Context: an optimization exercise on an open-source flow, tuned for small area, a short achievable clock period and few clock cycles. The choices shown serve that exercise and are no tape-out recipe.
The RTL was checked by simulation tests, not by an equivalence proof against the original design.
Power is estimated from default activity; no workload was simulated.

**flow/config.mk**
```make
export PLATFORM = sky130hd
export DESIGN_NAME = mult1
export DESIGN_NICKNAME = mult1
export VERILOG_FILES = /design/flow/design.v
export SDC_FILE = /design/flow/constraint.sdc
export NUM_CORES = 4
export LEC_CHECK = 0
export CAP_MARGIN = 20
export CORE_MARGIN = 2
export CORE_UTILIZATION = 40
export SETUP_SLACK_MARGIN = 2.0
export SLEW_MARGIN = 20
export SYNTH_HIERARCHICAL = 1
export SYNTH_MINIMUM_KEEP_SIZE = 0
```
**flow/constraint.sdc**
```tcl
create_clock -name core_clock -period 5.0 [get_ports {clk}]
set_input_delay 1.0000 -clock core_clock [delete_from_list [all_inputs] [get_ports {clk}]]
set_output_delay 1.0000 -clock core_clock [all_outputs]
set_load 0.01 [all_outputs]
```
**flow/design.v**
```verilog
`timescale 1 ns / 100 ps
module mult1_fa(a, b, ci, s, co);
	input a, b, ci;
	output s, co;
	assign s  = a ^ b ^ ci;
	assign co = (a & b) | (a & ci) | (b & ci);
endmodule
module mult1_ha(a, b, s, co);
	input a, b;
	output s, co;
	assign s  = ~(a ^ b);
	assign co = a | b;
endmodule
module mult1(clk, rst, start, ack, multiplicand, multiplier, product, done);
	input clk;
	input rst;
	input start;
	input ack;
	input [31:0] multiplicand;
	input [31:0] multiplier;
	output [63:0] product;
	output done;
reg        idle_q;   
reg        iter_q;   
reg        fin_q;    
reg        done_q;   
reg        first_q;  
reg [2:0]  cnt;
reg [31:0] a_q;      
reg [31:0] b_q;      
reg [31:0] s_n;      
reg [31:0] c_n;      
reg [3:0]  sl_n;     
reg [3:0]  cl_n;     
reg        cy_q;     
assign done    = done_q;
assign product = {a_q, b_q};
wire [31:0] sg = s_n | {32{first_q}};
wire [31:0] cg = c_n | {32{first_q}};
wire [31:0] pp0 = ~(a_q & {32{b_q[0]}});
wire [31:0] pp1 = ~(a_q & {32{b_q[1]}});
wire [31:0] pp2 = ~(a_q & {32{b_q[2]}});
wire [31:0] pp3 = ~(a_q & {32{b_q[3]}});
wire s1, k2, s3, k4, s5, k6, s7, k8, s9, k10, s11, k12, s13, k14, s15, k16, s17, k18, s19, k20, s21, k22, s23, k24, s25, k26, s27, k28, s29, k30, s31, k32, s33, k34, s35, k36, s37, k38, s39, k40, s41, k42, s43, k44, s45, k46, s47, k48, s49, k50, s51, k52, s53, k54, s55, k56, s57, k58, s59, k60, s61, k62, s63, k64, s65, k66, s67, k68, s69, k70, s71, k72, s73, k74, s75, k76, s77, k78, s79, k80, s81, k82, s83, k84, s85, k86, s87, k88, s89, k90, s91, k92, s93, k94, s95, k96, s97, k98, s99, k100, s101, k102, s103, k104, s105, k106, s107, k108, s109, k110, s111, k112, s113, k114, s115, k116, s117, k118, s119, k120, s121, k122, s123, k124, s125, k126, s127, k128, s129, k130, s131, k132, s133, k134, s135, k136, s137, k138, s139, k140, s141, k142, s143, k144, s145, k146, s147, k148, s149, k150, s151, k152, s153, k154, s155, k156, s157, k158, s159, k160, s161, k162, s163, k164, s165, k166, s167, k168, s169, k170, s171, k172, s173, k174, s175, k176, s177, k178, s179, k180, s181, k182, s183, k184, s185, k186, s187, k188, s189, k190, s191, k192, s193, k194, s195, k196, s197, k198, s199, k200, s201, k202, s203, k204, s205, k206, s207, k208, s209, k210, s211, k212, s213, k214, s215, k216, s217, k218, s219, k220, s221, k222, s223, k224, s225, k226, s227, k228, s229, k230, s231, k232, s233, k234, s235, k236, s237, k238, s239, k240, s241, k242, s243, k244, s245, k246, s247, k248, s249, k250, s251, k252, s253, k254, s255, k256;
mult1_ha h2 (.a(sg[2]), .b(cg[2]), .s(s1), .co(k2));
mult1_fa f4 (.a(sg[3]), .b(cg[3]), .ci(pp0[3]), .s(s3), .co(k4));
mult1_ha h6 (.a(pp1[2]), .b(pp2[1]), .s(s5), .co(k6));
mult1_fa f8 (.a(sg[4]), .b(cg[4]), .ci(pp0[4]), .s(s7), .co(k8));
mult1_fa f10 (.a(pp1[3]), .b(pp2[2]), .ci(pp3[1]), .s(s9), .co(k10));
mult1_fa f12 (.a(sg[5]), .b(cg[5]), .ci(pp0[5]), .s(s11), .co(k12));
mult1_fa f14 (.a(pp1[4]), .b(pp2[3]), .ci(pp3[2]), .s(s13), .co(k14));
mult1_fa f16 (.a(sg[6]), .b(cg[6]), .ci(pp0[6]), .s(s15), .co(k16));
mult1_fa f18 (.a(pp1[5]), .b(pp2[4]), .ci(pp3[3]), .s(s17), .co(k18));
mult1_fa f20 (.a(sg[7]), .b(cg[7]), .ci(pp0[7]), .s(s19), .co(k20));
mult1_fa f22 (.a(pp1[6]), .b(pp2[5]), .ci(pp3[4]), .s(s21), .co(k22));
mult1_fa f24 (.a(sg[8]), .b(cg[8]), .ci(pp0[8]), .s(s23), .co(k24));
mult1_fa f26 (.a(pp1[7]), .b(pp2[6]), .ci(pp3[5]), .s(s25), .co(k26));
mult1_fa f28 (.a(sg[9]), .b(cg[9]), .ci(pp0[9]), .s(s27), .co(k28));
mult1_fa f30 (.a(pp1[8]), .b(pp2[7]), .ci(pp3[6]), .s(s29), .co(k30));
mult1_fa f32 (.a(sg[10]), .b(cg[10]), .ci(pp0[10]), .s(s31), .co(k32));
mult1_fa f34 (.a(pp1[9]), .b(pp2[8]), .ci(pp3[7]), .s(s33), .co(k34));
mult1_fa f36 (.a(sg[11]), .b(cg[11]), .ci(pp0[11]), .s(s35), .co(k36));
mult1_fa f38 (.a(pp1[10]), .b(pp2[9]), .ci(pp3[8]), .s(s37), .co(k38));
mult1_fa f40 (.a(sg[12]), .b(cg[12]), .ci(pp0[12]), .s(s39), .co(k40));
mult1_fa f42 (.a(pp1[11]), .b(pp2[10]), .ci(pp3[9]), .s(s41), .co(k42));
mult1_fa f44 (.a(sg[13]), .b(cg[13]), .ci(pp0[13]), .s(s43), .co(k44));
mult1_fa f46 (.a(pp1[12]), .b(pp2[11]), .ci(pp3[10]), .s(s45), .co(k46));
mult1_fa f48 (.a(sg[14]), .b(cg[14]), .ci(pp0[14]), .s(s47), .co(k48));
mult1_fa f50 (.a(pp1[13]), .b(pp2[12]), .ci(pp3[11]), .s(s49), .co(k50));
mult1_fa f52 (.a(sg[15]), .b(cg[15]), .ci(pp0[15]), .s(s51), .co(k52));
mult1_fa f54 (.a(pp1[14]), .b(pp2[13]), .ci(pp3[12]), .s(s53), .co(k54));
mult1_fa f56 (.a(sg[16]), .b(cg[16]), .ci(pp0[16]), .s(s55), .co(k56));
mult1_fa f58 (.a(pp1[15]), .b(pp2[14]), .ci(pp3[13]), .s(s57), .co(k58));
mult1_fa f60 (.a(sg[17]), .b(cg[17]), .ci(pp0[17]), .s(s59), .co(k60));
mult1_fa f62 (.a(pp1[16]), .b(pp2[15]), .ci(pp3[14]), .s(s61), .co(k62));
mult1_fa f64 (.a(sg[18]), .b(cg[18]), .ci(pp0[18]), .s(s63), .co(k64));
mult1_fa f66 (.a(pp1[17]), .b(pp2[16]), .ci(pp3[15]), .s(s65), .co(k66));
mult1_fa f68 (.a(sg[19]), .b(cg[19]), .ci(pp0[19]), .s(s67), .co(k68));
mult1_fa f70 (.a(pp1[18]), .b(pp2[17]), .ci(pp3[16]), .s(s69), .co(k70));
mult1_fa f72 (.a(sg[20]), .b(cg[20]), .ci(pp0[20]), .s(s71), .co(k72));
mult1_fa f74 (.a(pp1[19]), .b(pp2[18]), .ci(pp3[17]), .s(s73), .co(k74));
mult1_fa f76 (.a(sg[21]), .b(cg[21]), .ci(pp0[21]), .s(s75), .co(k76));
mult1_fa f78 (.a(pp1[20]), .b(pp2[19]), .ci(pp3[18]), .s(s77), .co(k78));
mult1_fa f80 (.a(sg[22]), .b(cg[22]), .ci(pp0[22]), .s(s79), .co(k80));
mult1_fa f82 (.a(pp1[21]), .b(pp2[20]), .ci(pp3[19]), .s(s81), .co(k82));
mult1_fa f84 (.a(sg[23]), .b(cg[23]), .ci(pp0[23]), .s(s83), .co(k84));
mult1_fa f86 (.a(pp1[22]), .b(pp2[21]), .ci(pp3[20]), .s(s85), .co(k86));
mult1_fa f88 (.a(sg[24]), .b(cg[24]), .ci(pp0[24]), .s(s87), .co(k88));
mult1_fa f90 (.a(pp1[23]), .b(pp2[22]), .ci(pp3[21]), .s(s89), .co(k90));
mult1_fa f92 (.a(sg[25]), .b(cg[25]), .ci(pp0[25]), .s(s91), .co(k92));
mult1_fa f94 (.a(pp1[24]), .b(pp2[23]), .ci(pp3[22]), .s(s93), .co(k94));
mult1_fa f96 (.a(sg[26]), .b(cg[26]), .ci(pp0[26]), .s(s95), .co(k96));
mult1_fa f98 (.a(pp1[25]), .b(pp2[24]), .ci(pp3[23]), .s(s97), .co(k98));
mult1_fa f100 (.a(sg[27]), .b(cg[27]), .ci(pp0[27]), .s(s99), .co(k100));
mult1_fa f102 (.a(pp1[26]), .b(pp2[25]), .ci(pp3[24]), .s(s101), .co(k102));
mult1_fa f104 (.a(sg[28]), .b(cg[28]), .ci(pp0[28]), .s(s103), .co(k104));
mult1_fa f106 (.a(pp1[27]), .b(pp2[26]), .ci(pp3[25]), .s(s105), .co(k106));
mult1_fa f108 (.a(sg[29]), .b(cg[29]), .ci(pp0[29]), .s(s107), .co(k108));
mult1_fa f110 (.a(pp1[28]), .b(pp2[27]), .ci(pp3[26]), .s(s109), .co(k110));
mult1_fa f112 (.a(sg[30]), .b(cg[30]), .ci(pp0[30]), .s(s111), .co(k112));
mult1_fa f114 (.a(pp1[29]), .b(pp2[28]), .ci(pp3[27]), .s(s113), .co(k114));
mult1_fa f116 (.a(sg[31]), .b(cg[31]), .ci(pp0[31]), .s(s115), .co(k116));
mult1_fa f118 (.a(pp1[30]), .b(pp2[29]), .ci(pp3[28]), .s(s117), .co(k118));
mult1_ha h120 (.a(pp1[31]), .b(pp2[30]), .s(s119), .co(k120));
mult1_ha h122 (.a(sg[1]), .b(cg[1]), .s(s121), .co(k122));
mult1_fa f124 (.a(s1), .b(pp0[2]), .ci(pp1[1]), .s(s123), .co(k124));
mult1_fa f126 (.a(k2), .b(s3), .ci(s5), .s(s125), .co(k126));
mult1_fa f128 (.a(k4), .b(k6), .ci(s7), .s(s127), .co(k128));
mult1_fa f130 (.a(k8), .b(k10), .ci(s11), .s(s129), .co(k130));
mult1_fa f132 (.a(k12), .b(k14), .ci(s15), .s(s131), .co(k132));
mult1_fa f134 (.a(k16), .b(k18), .ci(s19), .s(s133), .co(k134));
mult1_fa f136 (.a(k20), .b(k22), .ci(s23), .s(s135), .co(k136));
mult1_fa f138 (.a(k24), .b(k26), .ci(s27), .s(s137), .co(k138));
mult1_fa f140 (.a(k28), .b(k30), .ci(s31), .s(s139), .co(k140));
mult1_fa f142 (.a(k32), .b(k34), .ci(s35), .s(s141), .co(k142));
mult1_fa f144 (.a(k36), .b(k38), .ci(s39), .s(s143), .co(k144));
mult1_fa f146 (.a(k40), .b(k42), .ci(s43), .s(s145), .co(k146));
mult1_fa f148 (.a(k44), .b(k46), .ci(s47), .s(s147), .co(k148));
mult1_fa f150 (.a(k48), .b(k50), .ci(s51), .s(s149), .co(k150));
mult1_fa f152 (.a(k52), .b(k54), .ci(s55), .s(s151), .co(k152));
mult1_fa f154 (.a(k56), .b(k58), .ci(s59), .s(s153), .co(k154));
mult1_fa f156 (.a(k60), .b(k62), .ci(s63), .s(s155), .co(k156));
mult1_fa f158 (.a(k64), .b(k66), .ci(s67), .s(s157), .co(k158));
mult1_fa f160 (.a(k68), .b(k70), .ci(s71), .s(s159), .co(k160));
mult1_fa f162 (.a(k72), .b(k74), .ci(s75), .s(s161), .co(k162));
mult1_fa f164 (.a(k76), .b(k78), .ci(s79), .s(s163), .co(k164));
mult1_fa f166 (.a(k80), .b(k82), .ci(s83), .s(s165), .co(k166));
mult1_fa f168 (.a(k84), .b(k86), .ci(s87), .s(s167), .co(k168));
mult1_fa f170 (.a(k88), .b(k90), .ci(s91), .s(s169), .co(k170));
mult1_fa f172 (.a(k92), .b(k94), .ci(s95), .s(s171), .co(k172));
mult1_fa f174 (.a(k96), .b(k98), .ci(s99), .s(s173), .co(k174));
mult1_fa f176 (.a(k100), .b(k102), .ci(s103), .s(s175), .co(k176));
mult1_fa f178 (.a(k104), .b(k106), .ci(s107), .s(s177), .co(k178));
mult1_fa f180 (.a(k108), .b(k110), .ci(s111), .s(s179), .co(k180));
mult1_fa f182 (.a(k112), .b(k114), .ci(s115), .s(s181), .co(k182));
mult1_fa f184 (.a(k116), .b(k118), .ci(s119), .s(s183), .co(k184));
mult1_ha h186 (.a(k120), .b(pp2[31]), .s(s185), .co(k186));
mult1_ha h188 (.a(sg[0]), .b(cg[0]), .s(s187), .co(k188));
mult1_fa f190 (.a(s121), .b(pp0[1]), .ci(pp1[0]), .s(s189), .co(k190));
mult1_fa f192 (.a(k122), .b(s123), .ci(pp2[0]), .s(s191), .co(k192));
mult1_fa f194 (.a(k124), .b(s125), .ci(pp3[0]), .s(s193), .co(k194));
mult1_fa f196 (.a(k126), .b(s127), .ci(s9), .s(s195), .co(k196));
mult1_fa f198 (.a(k128), .b(s129), .ci(s13), .s(s197), .co(k198));
mult1_fa f200 (.a(k130), .b(s131), .ci(s17), .s(s199), .co(k200));
mult1_fa f202 (.a(k132), .b(s133), .ci(s21), .s(s201), .co(k202));
mult1_fa f204 (.a(k134), .b(s135), .ci(s25), .s(s203), .co(k204));
mult1_fa f206 (.a(k136), .b(s137), .ci(s29), .s(s205), .co(k206));
mult1_fa f208 (.a(k138), .b(s139), .ci(s33), .s(s207), .co(k208));
mult1_fa f210 (.a(k140), .b(s141), .ci(s37), .s(s209), .co(k210));
mult1_fa f212 (.a(k142), .b(s143), .ci(s41), .s(s211), .co(k212));
mult1_fa f214 (.a(k144), .b(s145), .ci(s45), .s(s213), .co(k214));
mult1_fa f216 (.a(k146), .b(s147), .ci(s49), .s(s215), .co(k216));
mult1_fa f218 (.a(k148), .b(s149), .ci(s53), .s(s217), .co(k218));
mult1_fa f220 (.a(k150), .b(s151), .ci(s57), .s(s219), .co(k220));
mult1_fa f222 (.a(k152), .b(s153), .ci(s61), .s(s221), .co(k222));
mult1_fa f224 (.a(k154), .b(s155), .ci(s65), .s(s223), .co(k224));
mult1_fa f226 (.a(k156), .b(s157), .ci(s69), .s(s225), .co(k226));
mult1_fa f228 (.a(k158), .b(s159), .ci(s73), .s(s227), .co(k228));
mult1_fa f230 (.a(k160), .b(s161), .ci(s77), .s(s229), .co(k230));
mult1_fa f232 (.a(k162), .b(s163), .ci(s81), .s(s231), .co(k232));
mult1_fa f234 (.a(k164), .b(s165), .ci(s85), .s(s233), .co(k234));
mult1_fa f236 (.a(k166), .b(s167), .ci(s89), .s(s235), .co(k236));
mult1_fa f238 (.a(k168), .b(s169), .ci(s93), .s(s237), .co(k238));
mult1_fa f240 (.a(k170), .b(s171), .ci(s97), .s(s239), .co(k240));
mult1_fa f242 (.a(k172), .b(s173), .ci(s101), .s(s241), .co(k242));
mult1_fa f244 (.a(k174), .b(s175), .ci(s105), .s(s243), .co(k244));
mult1_fa f246 (.a(k176), .b(s177), .ci(s109), .s(s245), .co(k246));
mult1_fa f248 (.a(k178), .b(s179), .ci(s113), .s(s247), .co(k248));
mult1_fa f250 (.a(k180), .b(s181), .ci(s117), .s(s249), .co(k250));
mult1_fa f252 (.a(k182), .b(s183), .ci(pp3[29]), .s(s251), .co(k252));
mult1_fa f254 (.a(k184), .b(s185), .ci(pp3[30]), .s(s253), .co(k254));
mult1_ha h256 (.a(k186), .b(pp3[31]), .s(s255), .co(k256));
wire [35:0] st = {k256, k254, k252, k250, k248, k246, k244, k242, k240, k238, k236, k234, k232, k230, k228, k226, k224, k222, k220, k218, k216, k214, k212, k210, k208, k206, k204, k202, k200, k198, k196, k194, k192, k190, k188, s187};
wire [35:0] ct = {1'b1, s255, s253, s251, s249, s247, s245, s243, s241, s239, s237, s235, s233, s231, s229, s227, s225, s223, s221, s219, s217, s215, s213, s211, s209, s207, s205, s203, s201, s199, s197, s195, s193, s191, s189, pp0[0]};
wire [4:0]  lo  = {1'b0, ~sl_n} + {1'b0, ~cl_n} + {4'b0, cy_q};
wire [36:0] sum = {1'b0, ~s_n, ~sl_n} + {1'b0, ~c_n, ~cl_n} + {36'b0, cy_q};
wire a_nz = |multiplicand;
wire b_nz = |multiplier;
always @(posedge clk or posedge rst)
	if (rst) begin
		idle_q  <= 1'b1;
		iter_q  <= 1'b0;
		fin_q   <= 1'b0;
		done_q  <= 1'b0;
		first_q <= 1'b1;
		cnt     <= 3'd0;
	end else begin
		idle_q  <= (idle_q & ~start) | (done_q & ack);
		iter_q  <= (idle_q & start & a_nz & b_nz) | (iter_q & (cnt != 3'd7));
		fin_q   <= iter_q & (cnt == 3'd7);
		done_q  <= fin_q | (idle_q & start & ~(a_nz & b_nz)) | (done_q & ~ack);
		first_q <= idle_q;
		cnt     <= iter_q ? cnt + 3'd1 : 3'd0;
	end
always @(posedge clk) begin
	s_n  <= st[35:4];
	c_n  <= ct[35:4];
	sl_n <= st[3:0];
	cl_n <= ct[3:0];
	cy_q <= lo[4] & ~first_q;
end
always @(posedge clk)
	if (idle_q) begin
		a_q <= multiplicand & {32{b_nz}};
		b_q <= multiplier & {32{a_nz}};
	end else if (iter_q | fin_q) begin
		b_q <= {lo[3:0], b_q[31:4]};
		if (fin_q)
			a_q <= sum[35:4];
	end
endmodule
```
**flow/run.sh**
```bash
#!/bin/bash
# synth_recipe.tcl (not shown) runs the flow's synth.tcl, then flattens the netlist and writes it again
# the make line also repeats each setting of config.mk as NAME=value (left out here)
make -C /OpenROAD-flow-scripts/flow DESIGN_CONFIG=/design/flow/config.mk WORK_HOME=/design/flow/orfs CLKGATE_MAP_FILE= SYNTH_SCRIPT=/design/flow/synth_recipe.tcl finish
```
==> results of run 1 <==
## timing repair
item / CTS / global route
pin swaps: 9 / 9
endpoints found under the setup margin: 10 / 17
buffers inserted: 6 / 4
gates resized for setup: 8 / 8
## cells in the mapped netlist (2+ instances only)
master / n / area share [%]
nor3_1: 5 / 0.24
dfxtp_1: 72 / 14
nand2b_1: 4 / 0.24
xnor2_1: 20 / 1.7
inv_1: 111 / 4.0
a211oi_1: 4 / 0.29
a21o_1: 28 / 2.0
xor2_1: 8 / 0.67
dfrtp_1: 6 / 1.4
o2bb2ai_1: 29 / 2.4
clkbuf_1: 44 / 1.6
nor4_1: 17 / 1.0
nor2b_1: 2 / 0.12
nand3_1: 11 / 0.53
a31o_2: 2 / 0.17
edfxtp_1: 64 / 18
a31oi_1: 3 / 0.18
o211ai_1: 3 / 0.22
o31ai_1: 3 / 0.22
o21ai_0: 36 / 1.7
o21a_1: 2 / 0.14
nand4_1: 14 / 0.84
nor2_1: 17 / 0.61
dfstp_2: 2 / 0.50
or3_1: 2 / 0.12
o22ai_1: 13 / 0.78
nand2_1: 209 / 7.5
or2_2: 66 / 4.0
a21oi_1: 35 / 1.7
o21bai_1: 5 / 0.36
fa_1: 123 / 24
ha_1: 43 / 5.2
and2_1: 5 / 0.30
and3_1: 4 / 0.24
o221ai_1: 2 / 0.17
mux2i_1: 3 / 0.29
## layer usage
| metal | track usage [%] | up-vias |
|---|---|---|
| li1 | - | 3733 |
| met1 | 28.95 | 3928 |
| met2 | 34.61 | 202 |
| met3 | 4.071 | 24 |
| met4 | 5.408 | 0 |
| met5 | 0 | - |
## final timing paths
path | end | slack [ns] | cells after the start
setup / recovery | a_q[30] | 2.05 | 12
hold / removal | cnt[0] | 0.46 | 1
setup reg to reg | a_q[30] | 2.05 | 12
hold reg to reg | cnt[0] | 0.46 | 1
max in group asynchronous | idle_q | 3.90 | 2
min in group asynchronous | cnt[2] | 0.80 | 2
## placed cells by master (no fill, tap or decap), types with 16 or more instances in the layout
cell	synthesis	routed
a21o_1	28	28
clkdlybuf4s50_1	0	132
nor4_1	17	16
buf_4	1	19
xnor2_1	20	19
o2bb2ai_1	29	29
dfxtp_1	72	71
fa_1	123	121
a21oi_1	35	34
nand2_1	209	209
edfxtp_1	64	64
or2_2	66	66
ha_1	43	43
clkbuf_16	0	17
inv_1	111	109
o21ai_0	36	34
## final cells by class
cell class,count,area share [%]
flip-flops and latches,144,27.83
clock inverters,15,1.570
clock buffers,17,3.315
multi-input cells,742,49.33
well taps,335,3.267
repair buffers,151,11.41
inverters,112,3.276
## flip-flops by register name, indices dropped and copies added, names as in the netlist
| signal | count |
|---|---|
| c_n | 31 |
| cl_n | 4 |
| cy_q | 1 |
| b_q | 32 |
| done_q | 1 |
| cnt | 3 |
| sl_n | 4 |
| first_q | 1 |
| idle_q | 1 |
| fin_q | 1 |
| iter_q | 1 |
| s_n | 32 |
| a_q | 32 |
## modules after synthesis, one instance, submodules excluded
module / flip-flops and latches / cell area (um2) / copies in the design / cells
mult1: 144 / 7821 / 1 / 889
mult1_fa: 0 / 20.02 / 121 / 1
mult1_ha: 0 / 27.53 / 7 / 5
## cells by family (layout without fill, tap and decap cells)
kind of cell	after synthesis	after routing	synth area share, %
flops	144	144	34.17
buf+inv	159	295	5.767
compound gates	184	184	12.58
xor+xnor	28	28	2.350
mux	3	3	0.2877
other cells	1	1	0.03593
fa+ha+maj	166	166	28.75
simple gates	360	360	16.07
## stage by stage
stage / total power [W] / area [um2]
2_1_floorplan: 0.007194 / 10440
3_3_place_gp: 0.009019 / 12070
3_5_place_dp: 0.009173 / 12070
4_1_cts: 0.01062 / 12760
5_1_grt: 0.01170 / 12830
6_report: 0.01057 / 12830
## report_power, final
part	switching [W]	total, W	internal, W	leakage, nW
clock network	0.000659	0.00135	0.000686	0.302
registers	0.000315	0.00239	0.00208	1.31
logic	0.00370	0.00683	0.00313	3.69
==> flow_summary_export.csv, run 1 <==
group,metric,value,unit
yosys,syn_avg_cell_area,9.987,um2
clock_network,h-tree-depth,4,
yosys,ys_warn_count,7,
grt,grt_pass1_wl,44.08,mm
routing,highest_layer,"met4",
routing,wl_met3,1.267,mm
sta,hold_viol,0,
yosys,synthFlopType,"dfxtp_1",
routing,ant_nets,0,
yosys,synthArstFlopShare,5.556,%
cells_and_area,seq_area,3571,um2
sta,period_share,59.04,%
critical_path,cp_top_family,"compound AO/OA/AOI/OAI gates",
grt,grt_max_degree,70,
sta,fin_skew,0.01502,ns
pwr,p_leak,5.300,nW
flow_run,maxCapViolCount,0,
clock_network,cts_made_buffers,17,
placed_design,portBuffers,132,
critical_path,crit_required,5.20,ns
critical_path,path_cells,"inv_2 -> fa_2 -> inv_2 -> fa_2 -> nor2b_2 -> o31a_1 -> o31ai_4 -> a21oi_4 -> a311oi_4 -> o41ai_4 -> a21o_2 -> a221o_1",
floorplanning,start_util,40.39,%
critical_path,cp_slowest_stage_delay,0.36,ns
placed_design,gp_congestion,0.8513,
critical_path,crit_start,"cl_n[0]",
floorplanning,die_h,165.5,um
critical_path,critPathLaunchType,"register",
grt,first_global_vias,8367,
routing,via_count,7887,
critical_path,slowest_stage,"fa_2",
clock_network,insertion_delay,0.45,ns
hold_path,hold_start,"cnt[0]",
yosys,yosys.cell_types.count,64,
yosys,postSynthCellCount,1045,
sta,setup_viol,0,
routing,first_pass_iters,4,
sta,tightest_slew,0.9132,ns
clock_network,clkTransAtPathRegs,0.07,ns
floorplanning,die-area,27400,um2
cells_and_area,finalNonFillerCells,1516,
clock_network,cts_tree,"done",
routing,drt-initial-drc-count,499,
grt,grt_util_all_layers,21.15,%
cells_and_area,area_growth,22.95,%
clock_network,ctsLongestPathBuffers,2,
critical_path,crit_fanout,4,
sta,max-slew-margin-rel,39.12,%
clock_network,ctsRootBufferMaster,"clkbuf_16",
routing,wirelength,27.19,mm
hold_path,hold_class,"register to register",
yosys,synth_edf_count,64,
floorplanning,placeableCoreArea,25840,um2
yosys,syn-cell-area,10440,um2
cells_and_area,drive_gt1_share,11.94,%
critical_path,critPathBufInv,2,
sta,fmax,338.8,MHz
floorplanning,die-width,165.5,um
placed_design,dp_slack,1.618,ns
critical_path,crit_type,"register to register",
critical_path,reg2reg_from,"cl_n[0]",
routing,dr_wl_met2,13.07,mm
routing,route.detailed.drc,0,
sta,rsz0062_at_grt,"yes",
sta,worst_slack,2.048,ns
pwr,power_density,823.5,nW/um2
yosys,syn_nets,1279,
sta,finalMaxSlewViolations,0,
sta,fin_crit,2.952,ns
critical_path,worst_setup_path_end_kind,"register",
sta,fin_tns_setup,0,ns
cells_and_area,antenna-diode-count,0,
critical_path,arrival,3.16,ns
placed_design,dp_cells,1474,
placed_design,dpl.hpwl,20.52,mm
cells_and_area,nFillCells,2455,
yosys,yosysSeqAreaShare,34.17,%
clock_network,cts_hold_buffers,0,
cells_and_area,utilization,49.66,%
clock_network,clkSinkCount,144,
routing,wl_met1,12.56,mm
cells_and_area,multi_input_area,6330,um2
routing,viasPerCell,5.203,
pwr,ir_drop,0.4025,mV
yosys,yosys_register_bits,144,
grt,grt-ovfl-total,0,
floorplanning,rows,59,
sta,whs,0.4606,ns
outcome,status,"finished clean",
floorplanning,ios,133,
grt,antenna_found_initial,0,
cells_and_area,nets,1402,
routing,wl_per_cell,17.94,um
Testbench counts, summed over its fixed seeds: cycles 5,119.
==> inputs of run 2 (changes only) <==
--- a/flow/config.mk
+++ b/flow/config.mk
@@ -9,5 +9,5 @@
 export CORE_MARGIN = 2
 export CORE_UTILIZATION = 40
-export SETUP_SLACK_MARGIN = 2.0
+export SETUP_SLACK_MARGIN = 2.5
 export SLEW_MARGIN = 20
 export SYNTH_HIERARCHICAL = 1
==> flow_summary_export.csv, run 2 <==
group,metric,value,unit
yosys,synth.largest_area_cell,"fa_1",
yosys,synth.most_common_cell,"nand2_1",
cells_and_area,utilization,54.93,%
sta,setup_viol,0,
critical_path,reg2reg_from,"sl_n[0]",
routing,wl_per_cell,19.23,um
critical_path,crit_type,"register to register",
sta,fin_crit,3.050,ns
cells_and_area,final_common_cell,"nand2_1",
clock_network,insertion_delay,0.44,ns
critical_path,path_cells,"inv_2 -> fa_2 -> inv_2 -> fa_2 -> nor2b_2 -> o31a_1 -> o31ai_4 -> a21oi_4 -> a311oi_4 -> o41ai_4 -> mux2i_1 -> o41a_1",
routing,wirelength,30.32,mm
clock_network,ctsLongestPathBuffers,2,
grt,grt_max_degree,50,
sta,rsz0062_at_grt,"yes",
clock_network,cts_made_buffers,17,
critical_path,crit_fanout,4,
hold_path,hold_depth,1,
critical_path,arrival,3.24,ns
yosys,synthArstFlopShare,5.556,%
flow_run,maxCapViolCount,0,
yosys,yosysSeqAreaShare,34.17,%
yosys,yosys_register_bits,144,
floorplanning,start_util,40.39,%
placed_design,gp_congestion,0.8291,
floorplanning,die-area,27400,um2
sta,tightest_slew,0.9643,ns
pwr,p_leak,5.863,nW
placed_design,dpl.hpwl,20.32,mm
floorplanning,rows,59,
placed_design,dp_cells,1474,
yosys,postSynthCellCount,1045,
sta,fin_skew,0.01315,ns
grt,antenna_found_initial,0,
routing,via_count,8298,
yosys,ys_top_cells_by_area,"fa_1 24%, edfxtp_1 18%, dfxtp_1 14%",
sta,max-slew-margin-rel,35.03,%
sta,whs,0.4415,ns
yosys,syn_nets,1279,
clock_network,clkSinkCount,144,
critical_path,cp_slowest_stage_delay,0.42,ns
hold_path,hold_start,"cnt[0]",
yosys,yosys-top-cells-count,"209 x nand2_1, 123 x fa_1, 111 x inv_1",
critical_path,crit_required,5.19,ns
yosys,yosys.area.top_type_share,23.59,%
critical_path,r2r_setup_slack,1.95,ns
hold_path,whs_endpoint,"cnt[0]",
routing,first_pass_iters,5,
clock_network,ctsRootBufferMaster,"clkbuf_16",
routing,ant_nets,0,
floorplanning,die-width,165.5,um
cells_and_area,seq_area,3573,um2
cells_and_area,finalNonFillerCells,1577,
yosys,synth_edf_count,64,
cells_and_area,reg_top3,"a_q (32), b_q (32), s_n (32)",
sta,fmax,327.9,MHz
yosys,yosys.cell_types.count,64,
routing,route.detailed.drc,0,
floorplanning,placeableCoreArea,25840,um2
floorplanning,die_h,165.5,um
critical_path,worst_setup_path_end_kind,"register",
sta,finalMaxSlewViolations,0,
routing,drt-initial-drc-count,648,
sta,fin_tns_setup,0,ns
critical_path,r2r_end,"a_q[26]",
critical_path,critPathLaunchType,"register",
cells_and_area,final_cell_mix,"208 x nand2_1, 116 x clkdlybuf4s50_1, 109 x inv_1",
pwr,ir_drop,0.3196,mV
grt,grt_util_all_layers,22.93,%
placed_design,portBuffers,132,
pwr,power_density,818.6,nW/um2
critical_path,crit_start,"sl_n[0]",
cells_and_area,antenna-diode-count,0,
cells_and_area,drive_gt1_share,24.56,%
outcome,status,"finished clean",
routing,viasPerCell,5.262,
cells_and_area,area_growth,36.00,%
critical_path,slowest_stage,"o41a_1",
clock_network,cts_tree,"done",
sta,period_share,61.00,%
yosys,syn-cell-area,10440,um2
grt,grt_pass1_wl,47.63,mm
grt,first_global_vias,8700,
sta,hold_viol,0,
yosys,ys_warn_count,7,
floorplanning,ios,133,
clock_network,clkTransAtPathRegs,0.07,ns
cells_and_area,multi_input_area,6915,um2
clock_network,h-tree-depth,4,
pwr,total_power,0.01162,W
cells_and_area,nFillCells,2294,
yosys,synthFlopType,"dfxtp_1",
yosys,syn_avg_cell_area,9.987,um2
cells_and_area,nets,1463,
hold_path,hold_class,"register to register",
critical_path,rr_worst_depth,12,
grt,grt-ovfl-total,0,
[run 2: cell counts after synthesis]
No cell type changed its count.
[run 2: critical path: cells and delay by family (launching register included)]
| kind | cells | cell delay (ns) |
|---|---|---|
| flip-flops | 1 | 0.32 |
| multiplexers | 1 | 0.15 |
| AO/OA/AOI/OAI | 6 | 1.55 |
| AND/OR/NAND/NOR | 1 | 0.05 |
| buffers and inverters | 2 | 0.11 |
| adder cells (fa/ha/maj) | 2 | 0.62 |
[run 2: report_power, final]
group / internal, W / total, W / leakage [nW] / switching [W]
Clock: 0.000691 / 0.00135 / 0.304 / 0.000660
Sequential: 0.00208 / 0.00240 / 1.31 / 0.000318
Combinational: 0.00380 / 0.00787 / 4.25 / 0.00407
[run 2: per-stage QoR]
stage | cell area (um2) | setup WS [ns]
after global placement | 12070 | 1.617
final | 14190 | 1.950
after global routing | 14190 | 1.840
after CTS | 13650 | 1.967
after floorplan | 10450 | 2.164
after detailed placement | 12070 | 1.623
[run 2: routing by layer]
layer,global-route usage [%],up-vias,part of all wire (%)
met4,4.976,0,1.3
met5,0,-,0
met2,38.48,228,49
met1,31.32,4181,45
li1,-,3858,-
met3,3.821,31,4.8
[run 2: worst max-delay path by stage]
stage	endpoint	depth (start not counted)
after floorplan	a_q[26]	12
after global placement	b_q[30]	6
after detailed placement	b_q[30]	6
after CTS	a_q[26]	12
after global routing	a_q[26]	12
final	a_q[26]	12
[run 2: Yosys stat by module, one instance, submodules excluded]
module    copies in the design  cells  flops+latches  cell area [um2]
mult1                        1    889            144             7821
mult1_ha                     7      5              0            27.53
mult1_fa                   121      1              0            20.02
[run 2: area by class of cell]
class                   instances  area share [%]
repair buffers                212           15.81
inverters                     112           2.962
clock buffers                  17           2.997
clock inverters                15           1.384
well taps                     335           2.953
flip-flops and latches        144           25.18
multi-input cells             742           48.72
[run 2: kinds of logic (layout without fill, tap and decap cells)]
| logic type | after synthesis | after routing | share of synthesized area, % |
|---|---|---|---|
| AO/OA/AOI/OAI | 184 | 184 | 12.58 |
| XOR/XNOR | 28 | 28 | 2.350 |
| adder cells (fa/ha/maj) | 166 | 166 | 28.75 |
| buffers and inverters | 159 | 356 | 5.767 |
| flip-flops | 144 | 144 | 34.17 |
| multiplexers | 3 | 3 | 0.2877 |
| other | 1 | 1 | 0.03593 |
| AND/OR/NAND/NOR | 360 | 360 | 16.07 |
[run 2: timing repair]
item / in CTS / in global routing
hold buffers: 0 / 0
setup buffers: 33 / 30
setup endpoints to repair: 135 / 143
resized for setup: 176 / 58
gates cloned: 5 / 3
pin swaps: 94 / 78
==> inputs of run 3 (changes only) <==
==> flow/flow/run.sh (new file) <==
#!/bin/bash
# The standard layout (standard.sh: the ORFS synthesis and flow), with one change:
# the port buffers that ORFS's buffer_ports inserts are the small sky130_fd_sc_hd__buf_1
# instead of the delay-cell buffer it picks by default. Every port still gets a buffer.
set -euo pipefail
export BUFFER_PORTS_ARGS="-buffer_cell sky130_fd_sc_hd__buf_1"
bash standard.sh finish > standard.log 2>&1
==> flow/standard.sh (new file) <==
#!/bin/bash
# synth_recipe.tcl (not shown) runs the flow's synth.tcl, then flattens the netlist and writes it again
# the make line also repeats each setting of config.mk as NAME=value (left out here)
make -C /OpenROAD-flow-scripts/flow DESIGN_CONFIG=/design/flow/config.mk WORK_HOME=/design/flow/orfs CLKGATE_MAP_FILE= SYNTH_SCRIPT=/design/flow/synth_recipe.tcl "${@:-finish}"
removed: flow/run.sh
==> flow_summary_export.csv, run 3 <==
group,metric,value,unit
outcome,status,"finished clean",
hold_path,hold_start,"cnt[0]",
yosys,synth.most_common_cell,"nand2_1",
clock_network,insertion_delay,0.44,ns
hold_path,hold_depth,1,
placed_design,gp_congestion,0.8829,
clock_network,ctsRootBufferMaster,"clkbuf_16",
cells_and_area,drive_gt1_share,22.43,%
floorplanning,start_util,40.39,%
cells_and_area,final_common_cell,"nand2_1",
sta,worst_slack,2.030,ns
grt,antenna_found_initial,0,
critical_path,critPathLaunchType,"register",
pwr,power.switching,0.005016,W
cells_and_area,multi_input_area,6815,um2
floorplanning,ios,133,
pwr,sw_frac_of_total,44.57,%
critical_path,path_cells,"inv_2 -> fa_2 -> inv_2 -> fa_2 -> nor2b_2 -> o31a_1 -> o31ai_4 -> o41ai_1 -> o211ai_1 -> a21oi_1 -> or3_1 -> a32o_1",
floorplanning,placeableCoreArea,25840,um2
sta,period_share,59.41,%
critical_path,crit_type,"register to register",
pwr,ir_drop,0.3182,mV
yosys,syn_nets,1279,
sta,tightest_slew,1.103,ns
floorplanning,die_h,165.5,um
routing,route.detailed.drc,0,
clock_network,clkTransAtPathRegs,0.07,ns
yosys,syn-cell-area,10440,um2
sta,fin_crit,2.970,ns
yosys,synth.largest_area_cell,"fa_1",
critical_path,path_depth,12,
placed_design,portBuffers,132,
placed_design,dp_slack,2.031,ns
floorplanning,die-width,165.5,um
critical_path,cp_top_family,"compound AO/OA/AOI/OAI gates",
grt,grt_util_all_layers,22.66,%
routing,via_count,8196,
critical_path,rr_worst_depth,12,
yosys,syn_avg_cell_area,9.987,um2
cells_and_area,final_cell_mix,"208 x nand2_1, 132 x buf_1, 106 x inv_1",
routing,wirelength,29.58,mm
sta,max-slew-margin-rel,26.40,%
yosys,synthArstFlopShare,5.556,%
yosys,synthFlopType,"dfxtp_1",
grt,grt_pass1_wl,46.60,mm
routing,first_pass_iters,5,
sta,fin_skew,0.01083,ns
sta,fmax,336.7,MHz
clock_network,cts_tree,"done",
critical_path,crit_required,5.20,ns
sta,hold_viol,0,
placed_design,dpl.hpwl,19.92,mm
critical_path,cp_slowest_stage_delay,0.39,ns
routing,drt-initial-drc-count,696,
clock_network,h-tree-depth,4,
yosys,ys_top_cells_by_area,"fa_1 24%, edfxtp_1 18%, dfxtp_1 14%",
pwr,clockPowerShare,11.7,%
routing,wl_per_cell,19.22,um
sta,finalMaxSlewViolations,0,
hold_path,whs_endpoint,"cnt[0]",
critical_path,r2r_setup_slack,2.03,ns
routing,ant_nets,0,
pwr,power.internal,0.006239,W
pwr,p_leak,5.098,nW
yosys,synth_edf_count,64,
critical_path,arrival,3.17,ns
clock_network,ctsLongestPathBuffers,2,
floorplanning,rows,59,
cells_and_area,seq_area,3572,um2
yosys,ys_warn_count,7,
cells_and_area,antenna-diode-count,0,
cells_and_area,reg_top3,"a_q (32), b_q (32), s_n (32)",
sta,setup_viol,0,
pwr,combPwrFrac,66.7,%
yosys,yosysSeqAreaShare,34.17,%
sta,rsz0062_at_grt,"yes",
critical_path,r2r_end,"a_q[28]",
clock_network,cts_made_buffers,17,
yosys,yosys-top-cells-count,"209 x nand2_1, 123 x fa_1, 111 x inv_1",
sta,fin_tns_setup,0,ns
yosys,yosys.cell_types.count,64,
critical_path,critPathBufInv,2,
critical_path,slowest_stage,"fa_2",
grt,grt_max_degree,83,
flow_run,maxCapViolCount,0,
yosys,yosys_register_bits,144,
cells_and_area,nFillCells,2410,
pwr,power_density,876.6,nW/um2
hold_path,hold_class,"register to register",
routing,viasPerCell,5.326,
grt,grt-ovfl-total,0,
grt,first_global_vias,8405,
floorplanning,die-area,27400,um2
critical_path,crit_fanout,3,
critical_path,reg2reg_from,"sl_n[0]",
yosys,yosys.area.top_type_share,23.59,%
clock_network,clkSinkCount,144,
cells_and_area,area_growth,23.03,%
cells_and_area,nets,1425,
yosys,postSynthCellCount,1045,
pwr,p_seq_share,21.5,%
critical_path,worst_setup_path_end_kind,"register",
[run 3: cell counts after synthesis]
No cell type changed its count.
[run 3: Yosys stat by module (local to each module, per instance)]
| module | copies in the design | flops+latches | cell area (um2) |
|---|---|---|---|
| mult1_ha | 7 | 0 | 27.53 |
| mult1 | 1 | 144 | 7821 |
| mult1_fa | 121 | 0 | 20.02 |
[run 3: worst max-delay path by stage]
stage,startpoint,to
after floorplan,sl_n[0],a_q[26]
after global placement,sl_n[0],a_q[23]
after detailed placement,sl_n[0],a_q[26]
after CTS,sl_n[0],a_q[26]
after global routing,sl_n[0],a_q[28]
final,sl_n[0],a_q[28]
[run 3: worst reg2reg max path: cells and delay by family (launching register included)]
kind | cells | cell delay [ns]
adder cells (fa/ha/maj) | 2 | 0.59
buffers and inverters | 2 | 0.09
flip-flops | 1 | 0.32
AO/OA/AOI/OAI | 6 | 1.37
AND/OR/NAND/NOR | 2 | 0.37
[run 3: final cells by class]
cell class	count	share of cell area, %
sequential	144	27.82
inverter	112	3.274
timing repair buffer	174	7.786
clock inverter	15	1.462
multi-input combinational	742	53.08
clock buffer	17	3.313
tap	335	3.264
[run 3: per-layer routing]
metal | vias up | part of all wire [%] | global-route usage [%]
met5 | - | 0 | 0
met4 | 0 | 2.0 | 6.857
met3 | 33 | 5.3 | 3.921
met2 | 255 | 48 | 37.10
met1 | 4127 | 44 | 30.88
li1 | 3781 | - | -
[run 3: logic make-up after synthesis]
kind of cell               synth area share, %
adders and majority gates                28.75
muxes                                   0.2877
AOI/OAI and AO/OA                        12.58
DFF                                      34.17
other                                  0.03593
buffers and inverters                    5.767
and+or+nand+nor                          16.07
xor gates and xnor gates                 2.350
[run 3: what timing repair did]
item	4_1_cts	5_1_grt
setup endpoints to repair	86	117
pin swaps	94	63
hold buffers	0	0
buffers inserted	21	8
gates resized for setup	150	47
cloned	4	0
[run 3: per-stage QoR]
| step | std cells | total power [W] | util [%] | hold slack [ns] | cell area (um2) |
|---|---|---|---|---|---|
| finish | 1539 | 0.01126 | 49.69 | 0.4339 | 12840 |
| global placement | 1474 | 0.008710 | 43.54 | 0.4196 | 11250 |
| global route | 1539 | 0.01237 | 49.69 | 0.4596 | 12840 |
| detailed placement | 1474 | 0.008921 | 43.54 | 0.4234 | 11250 |
| floorplan | 1045 | 0.007203 | - | 0.3533 | 10450 |
| CTS | 1531 | 0.01097 | 48.78 | 0.4337 | 12600 |
[run 3: power by group through the flow]
stage               clock, W  combinational (W)  sequential (W)
floorplan                  0            0.00483         0.00238
global placement           0            0.00624         0.00247
detailed placement         0            0.00647         0.00245
CTS                  0.00134            0.00720         0.00242
global route         0.00139            0.00851         0.00247
finish               0.00132            0.00751         0.00242
==> inputs of run 4 (changes only) <==
--- a/flow/config.mk
+++ b/flow/config.mk
@@ -9,5 +9,5 @@
 export CORE_MARGIN = 2
 export CORE_UTILIZATION = 40
-export SETUP_SLACK_MARGIN = 2.5
+export SETUP_SLACK_MARGIN = 2.0
 export SLEW_MARGIN = 20
 export SYNTH_HIERARCHICAL = 1
==> flow_summary_export.csv, run 4 <==
group,metric,value,unit
sta,hold_viol,0,
clock_network,h-tree-depth,4,
cells_and_area,nets,1397,
placed_design,gp_congestion,0.8486,
sta,tightest_slew,1.024,ns
critical_path,rr_worst_depth,11,
pwr,ir_drop,0.2635,mV
placed_design,dp_slack,1.922,ns
sta,fin_skew,0.01533,ns
placed_design,dp_cells,1474,
clock_network,clkSinkCount,144,
routing,route.detailed.drc,0,
pwr,p_seq_share,23.4,%
placed_design,dpl.hpwl,20.01,mm
clock_network,ctsLongestPathBuffers,2,
yosys,synth_edf_count,64,
critical_path,critPathLaunchType,"register",
yosys,syn_nets,1279,
grt,antenna_found_initial,0,
sta,rsz0062_at_grt,"yes",
floorplanning,die-area,27400,um2
flow_run,maxCapViolCount,0,
grt,grt_max_degree,65,
critical_path,crit_type,"register to register",
sta,fin_crit,2.955,ns
floorplanning,start_util,40.39,%
pwr,power.switching,0.004668,W
critical_path,arrival,3.15,ns
pwr,power.internal,0.005652,W
sta,setup_viol,0,
routing,wl_per_cell,17.62,um
critical_path,r2r_end,"a_q[28]",
yosys,ys_top_cells_by_area,"fa_1 24%, edfxtp_1 18%, dfxtp_1 14%",
routing,dr_wl_met2,12.50,mm
yosys,syn_avg_cell_area,9.987,um2
clock_network,cts_made_buffers,17,
floorplanning,die_h,165.5,um
clock_network,clkTransAtPathRegs,0.07,ns
hold_path,hold_class,"register to register",
critical_path,crit_required,5.20,ns
yosys,synth.largest_area_cell,"fa_1",
clock_network,ctsRootBufferMaster,"clkbuf_16",
pwr,power_density,864.0,nW/um2
floorplanning,die-width,165.5,um
cells_and_area,antenna-diode-count,0,
sta,worst_slack,2.045,ns
outcome,status,"finished clean",
cells_and_area,reg_top3,"a_q (32), b_q (32), s_n (32)",
grt,grt-ovfl-total,0,
routing,ant_nets,0,
critical_path,crit_fanout,3,
sta,fin_tns_setup,0,ns
critical_path,worst_setup_path_end_kind,"register",
yosys,ys_warn_count,7,
grt,first_global_vias,8239,
cells_and_area,final_cell_mix,"209 x nand2_1, 132 x buf_1, 121 x fa_1",
routing,wirelength,26.62,mm
pwr,sw_frac_of_total,45.24,%
routing,viasPerCell,5.230,
sta,fmax,338.5,MHz
clock_network,cts_tree,"done",
routing,wl_met1,12.29,mm
yosys,yosys_register_bits,144,
pwr,total_power,0.01032,W
yosys,yosys-top-cells-count,"209 x nand2_1, 123 x fa_1, 111 x inv_1",
sta,max-slew-margin-rel,31.67,%
routing,wl_met3,1.433,mm
grt,grt_pass1_wl,43.65,mm
yosys,yosys.area.top_type_share,23.59,%
placed_design,portBuffers,132,
pwr,clockPowerShare,13.0,%
routing,drt-initial-drc-count,521,
grt,grt_util_all_layers,20.77,%
clock_network,insertion_delay,0.44,ns
cells_and_area,finalNonFillerCells,1511,
yosys,synthArstFlopShare,5.556,%
critical_path,r2r_setup_slack,2.05,ns
sta,finalMaxSlewViolations,0,
yosys,yosysSeqAreaShare,34.17,%
floorplanning,rows,59,
yosys,synthFlopType,"dfxtp_1",
pwr,p_leak,4.912,nW
routing,via_count,7902,
routing,first_pass_iters,5,
cells_and_area,utilization,46.23,%
cells_and_area,area_growth,14.46,%
floorplanning,ios,133,
floorplanning,placeableCoreArea,25840,um2
yosys,yosys.cell_types.count,64,
sta,period_share,59.09,%
yosys,syn-cell-area,10440,um2
critical_path,crit_path_end,"a_q[28]",
cells_and_area,drive_gt1_share,11.48,%
cells_and_area,final_common_cell,"nand2_1",
yosys,postSynthCellCount,1045,
critical_path,reg2reg_from,"cy_q",
routing,highest_layer,"met4",
pwr,combPwrFrac,63.6,%
critical_path,crit_start,"cy_q",
yosys,synth.most_common_cell,"nand2_1",
run 4: cell counts after synthesis:
No cell type changed its count.
run 4: metal layers:
metal | GRT usage [%] | up-vias
met5 | 0 | -
met2 | 33.50 | 225
li1 | - | 3718
met3 | 3.746 | 32
met1 | 28.83 | 3927
met4 | 5.760 | 0
run 4: what timing repair did:
action                                 CTS  global route
setup buffers                            4             1
endpoints found under the hold margin    0             0
gates resized for setup                  8             6
setup endpoints to repair                6            47
hold buffers                             0             0
pin swaps                                8            10
run 4: area by class of cell:
cell class	count	area, um2
Fill cell	2496	13890
Timing Repair Buffer	146	600.6
Tap cell	335	419.2
Clock buffer	17	425.4
Inverter	112	420.4
Multi-Input combinational cell	742	6314
Sequential cell	144	3572
Clock inverter	15	193.9
run 4: cell families (layout without fill, tap and decap cells):
kind of cell / Yosys count / in the layout / share of synthesized area (%)
xor+xnor: 28 / 28 / 2.350
buf+inv: 159 / 290 / 5.767
simple gates: 360 / 360 / 16.07
fa+ha+maj: 166 / 166 / 28.75
mux: 3 / 3 / 0.2877
flops: 144 / 144 / 34.17
other cells: 1 / 1 / 0.03593
compound gates: 184 / 184 / 12.58
run 4: stage by stage:
step / hold slack (ns) / area (um2)
3_5_place_dp: 0.4213 / 11240
4_1_cts: 0.4383 / 11910
5_1_grt: 0.4536 / 11950
3_3_place_gp: 0.4152 / 11240
6_report: 0.4381 / 11950
2_1_floorplan: 0.3533 / 10440
run 4: worst min path at each step:
stage              end   start  depth (start not counted)
2_1_floorplan  first_q  idle_q                          0
3_3_place_gp    cnt[0]  cnt[0]                          1
3_5_place_dp    cnt[0]  cnt[0]                          1
4_1_cts         cnt[0]  cnt[0]                          1
5_1_grt         cnt[0]  cnt[0]                          1
6_report        cnt[0]  cnt[0]                          1
run 4: Yosys stat by module (local to each module, per instance):
module    cells  flip-flops and latches  area (um2)  copies in the design
mult1       889                     144        7821                     1
mult1_ha      5                       0       27.53                     7
mult1_fa      1                       0       20.02                   121
run 4: critical path, stage by stage (launching register included):
cell and delay (ns):
dfxtp_2 0.33, fa_2 0.39, inv_2 0.06, fa_2 0.20, nor2b_2 0.05, o31a_1 0.28, o31ai_4 0.29, o41ai_4 0.10
o211ai_1 0.29, a21oi_1 0.13, or3_1 0.32, a32o_1 0.25
run 4: power groups by stage:
stage / clock, W / combinational [W] / sequential [W]
2_1_floorplan: 0 / 0.00482 / 0.00237
3_3_place_gp: 0 / 0.00630 / 0.00244
3_5_place_dp: 0 / 0.00653 / 0.00243
4_1_cts: 0.00137 / 0.00664 / 0.00242
5_1_grt: 0.00141 / 0.00755 / 0.00247
6_report: 0.00134 / 0.00656 / 0.00242
==> inputs of run 5 (changes only) <==
--- a/flow/config.mk
+++ b/flow/config.mk
@@ -8,5 +8,5 @@
 export CAP_MARGIN = 20
 export CORE_MARGIN = 2
-export CORE_UTILIZATION = 40
+export CORE_UTILIZATION = 55
 export SETUP_SLACK_MARGIN = 2.0
 export SLEW_MARGIN = 20
==> flow_summary_export.csv, run 5 <==
group,metric,value,unit
outcome,status,"finished clean",
pwr,power_density,884.0,nW/um2
clock_network,cts_hold_buffers,0,
grt,grt-ovfl-total,0,
cells_and_area,antenna-diode-count,0,
floorplanning,die-area,20090,um2
hold_path,hold_class,"register to register",
clock_network,ctsRootBufferMaster,"clkbuf_16",
yosys,synthArstFlopShare,5.556,%
routing,wl_met1,11.94,mm
yosys,synthFlopType,"dfxtp_1",
placed_design,dp_slack,1.899,ns
sta,fin_tns_setup,0,ns
placed_design,gp_congestion,0.8727,
yosys,yosys-top-cells-count,"209 x nand2_1, 123 x fa_1, 111 x inv_1",
sta,hold_viol,0,
cells_and_area,reg_top3,"a_q (32), b_q (32), s_n (32)",
routing,ant_nets,0,
critical_path,crit_required,5.18,ns
pwr,power.internal,0.005786,W
sta,fin_skew,0.01049,ns
yosys,yosys.cell_types.count,64,
clock_network,clkTransAtPathRegs,0.07,ns
yosys,syn_avg_cell_area,9.987,um2
routing,dr_wl_met2,12.89,mm
critical_path,r2r_end,"a_q[28]",
floorplanning,rows,50,
critical_path,rr_worst_depth,11,
sta,period_share,60.55,%
grt,first_global_vias,8171,
grt,antenna_found_initial,0,
pwr,p_seq_share,23.3,%
floorplanning,placeableCoreArea,18640,um2
floorplanning,ios,133,
routing,viasPerCell,5.622,
routing,via_count,7955,
hold_path,whs_endpoint,"cnt[0]",
sta,finalMaxSlewViolations,0,
hold_path,hold_start,"cnt[0]",
pwr,combPwrFrac,64.1,%
pwr,clockPowerShare,12.6,%
yosys,ys_warn_count,7,
clock_network,insertion_delay,0.43,ns
floorplanning,die-width,141.8,um
clock_network,h-tree-depth,4,
pwr,p_leak,4.918,nW
grt,grt_pass1_wl,43.36,mm
grt,grt_max_degree,83,
pwr,sw_frac_of_total,44.86,%
floorplanning,die_h,141.8,um
sta,fmax,330.3,MHz
routing,drt-initial-drc-count,490,
routing,wirelength,26.73,mm
sta,setup_viol,0,
yosys,synth_edf_count,64,
routing,wl_met3,1.330,mm
clock_network,ctsLongestPathBuffers,2,
clock_network,clkSinkCount,144,
sta,rsz0062_at_grt,"yes",
placed_design,placed_cell_area,11120,um2
yosys,synth.largest_area_cell,"fa_1",
critical_path,r2r_setup_slack,1.97,ns
critical_path,crit_type,"register to register",
sta,max-slew-margin-rel,33.22,%
sta,tightest_slew,1.002,ns
routing,wl_per_cell,18.89,um
sta,whs,0.4365,ns
yosys,syn_nets,1279,
critical_path,arrival,3.21,ns
grt,grt_util_all_layers,28.18,%
floorplanning,start_util,55.98,%
yosys,ys_top_cells_by_area,"fa_1 24%, edfxtp_1 18%, dfxtp_1 14%",
pwr,total_power,0.01049,W
flow_run,maxCapViolCount,0,
pwr,ir_drop,0.3598,mV
critical_path,worst_setup_path_end_kind,"register",
routing,route.detailed.drc,0,
hold_path,hold_depth,1,
yosys,syn-cell-area,10440,um2
critical_path,crit_fanout,3,
pwr,power.switching,0.004707,W
sta,worst_slack,1.973,ns
cells_and_area,final_cell_mix,"209 x nand2_1, 132 x buf_1, 121 x fa_1",
yosys,yosys_register_bits,144,
clock_network,cts_tree,"done",
cells_and_area,design_area,11870,um2
critical_path,critPathLaunchType,"register",
cells_and_area,area_growth,13.73,%
cells_and_area,final_common_cell,"nand2_1",
cells_and_area,drive_gt1_share,12.19,%
clock_network,cts_made_buffers,17,
routing,highest_layer,"met4",
yosys,yosys.area.top_type_share,23.59,%
placed_design,dpl.hpwl,19.29,mm
yosys,synth.most_common_cell,"nand2_1",
cells_and_area,nFillCells,1639,
yosys,postSynthCellCount,1045,
sta,fin_crit,3.027,ns
yosys,yosysSeqAreaShare,34.17,%
cells_and_area,nets,1402,
placed_design,portBuffers,132,
routing,first_pass_iters,5,
critical_path,reg2reg_from,"cy_q",
==> run 5: cell count changes in the layout (fill, tap and decap cells not counted), moves of 2 or more <==
cell,delta
a21oi_1,-2
a21oi_2,+2
buf_4,+4
bufinv_16,+2
clkinv_4,+4
clkinv_8,-5
inv_6,+2
inv_8,-4
==> run 5: worst max-delay path, cell delays in order, from the launching register on <==
cell and delay [ns]:
dfxtp_2 0.32, fa_2 0.39, inv_2 0.08, fa_2 0.23
nor2b_2 0.05, o31a_1 0.29, o31ai_4 0.28, o41ai_2 0.12
o211ai_1 0.33, a21oi_2 0.11, or3_1 0.33, a32o_1 0.25
==> run 5: how the worst max path moves through the flow <==
| stage | start | endpoint | cells after the start |
|---|---|---|---|
| finish | cy_q | a_q[28] | 11 |
| global route | cl_n[0] | a_q[28] | 12 |
| CTS | cy_q | a_q[30] | 11 |
| detailed placement | sl_n[0] | a_q[26] | 12 |
| global placement | sl_n[0] | a_q[26] | 12 |
| floorplan | sl_n[0] | a_q[26] | 12 |
==> run 5: layer usage <==
layer  global-route usage (%)  vias to the layer above
met3                    5.872                       36
met4                    8.263                        0
met1                    38.66                     3967
met5                        0                        -
li1                         -                     3730
met2                    45.66                      222
==> run 5: final cells by class <==
cell class | count | area [um2] | share of cell area (%)
Clock buffer | 17 | 425.4 | 3.584
Multi-Input combinational cell | 742 | 6341 | 53.43
Timing Repair Buffer | 151 | 641.9 | 5.408
Sequential cell | 144 | 3572 | 30.10
Tap cell | 234 | 292.8 | 2.467
Inverter | 112 | 420.4 | 3.542
Clock inverter | 15 | 175.2 | 1.476
==> run 5: modules after synthesis (local to each module, per instance) <==
module    cells inside  flops+latches
mult1              889            144
mult1_fa             1              0
mult1_ha             5              0
==> run 5: repair_timing <==
item	in CTS	in global routing
endpoints found under the setup margin	15	11
buffers inserted	6	4
pin swaps	11	10
gates resized for setup	12	7
==> run 5: logic make-up after synthesis <==
logic type	after synthesis	share of synthesized area, %
XOR/XNOR	28	2.350
AO/OA/AOI/OAI	184	12.58
buffers and inverters	159	5.767
flip-flops	144	34.17
adder cells (fa/ha/maj)	166	28.75
multiplexers	3	0.2877
AND/OR/NAND/NOR	360	16.07
other	1	0.03593
==> run 5: power by group through the flow <==
stage	Combinational, W	Clock (W)	Sequential (W)
floorplan	0.00482	0	0.00237
global placement	0.00643	0	0.00248
detailed placement	0.00650	0	0.00248
CTS	0.00674	0.00135	0.00244
global route	0.00772	0.00139	0.00250
finish	0.00673	0.00133	0.00244
==> run 5: per-stage QoR <==
stage	util, %	std cells
2_1_floorplan	-	1045
3_3_place_gp	59.62	1373
3_5_place_dp	59.62	1373
4_1_cts	63.34	1411
5_1_grt	63.66	1415
6_report	63.66	1415

static timing again, ports no longer ideal:
No port has a modelled driver above. Below, the same layouts with a new extraction and two added sets of constraints. Step 1 assumes that a clkbuf_16 drives the clock port and a buf_2 every other input. Step 2 times the ports against the registers' clock, not the clock port: input delays grow and output delays shrink by t, the midpoint of the rising clock arrivals with the driver on. Slacks: ideal / step 1 / step 2; pairs: ideal / step 1.
run | shift t [ns] | setup WS [ns] | worst setup path at the end | cell pins on the clock port's net
run 1 | 0.492 | 2.048 / 2.048 / 1.667 | input to register | 1
run 2 | 0.486 | 1.950 / 1.950 / 1.950 | register to register | 1
run 3 | 0.489 | 2.030 / 2.030 / 2.030 | register to register | 1
run 4 | 0.487 | 2.045 / 2.045 / 2.045 | register to register | 1
run 5 | 0.473 | 1.973 / 1.973 / 1.973 | register to register | 1
After both steps every run listed still meets setup and hold. The setup slack of run 1, which loses most, moves by 0.000 ns with the drivers and by -0.381 ns with both steps.
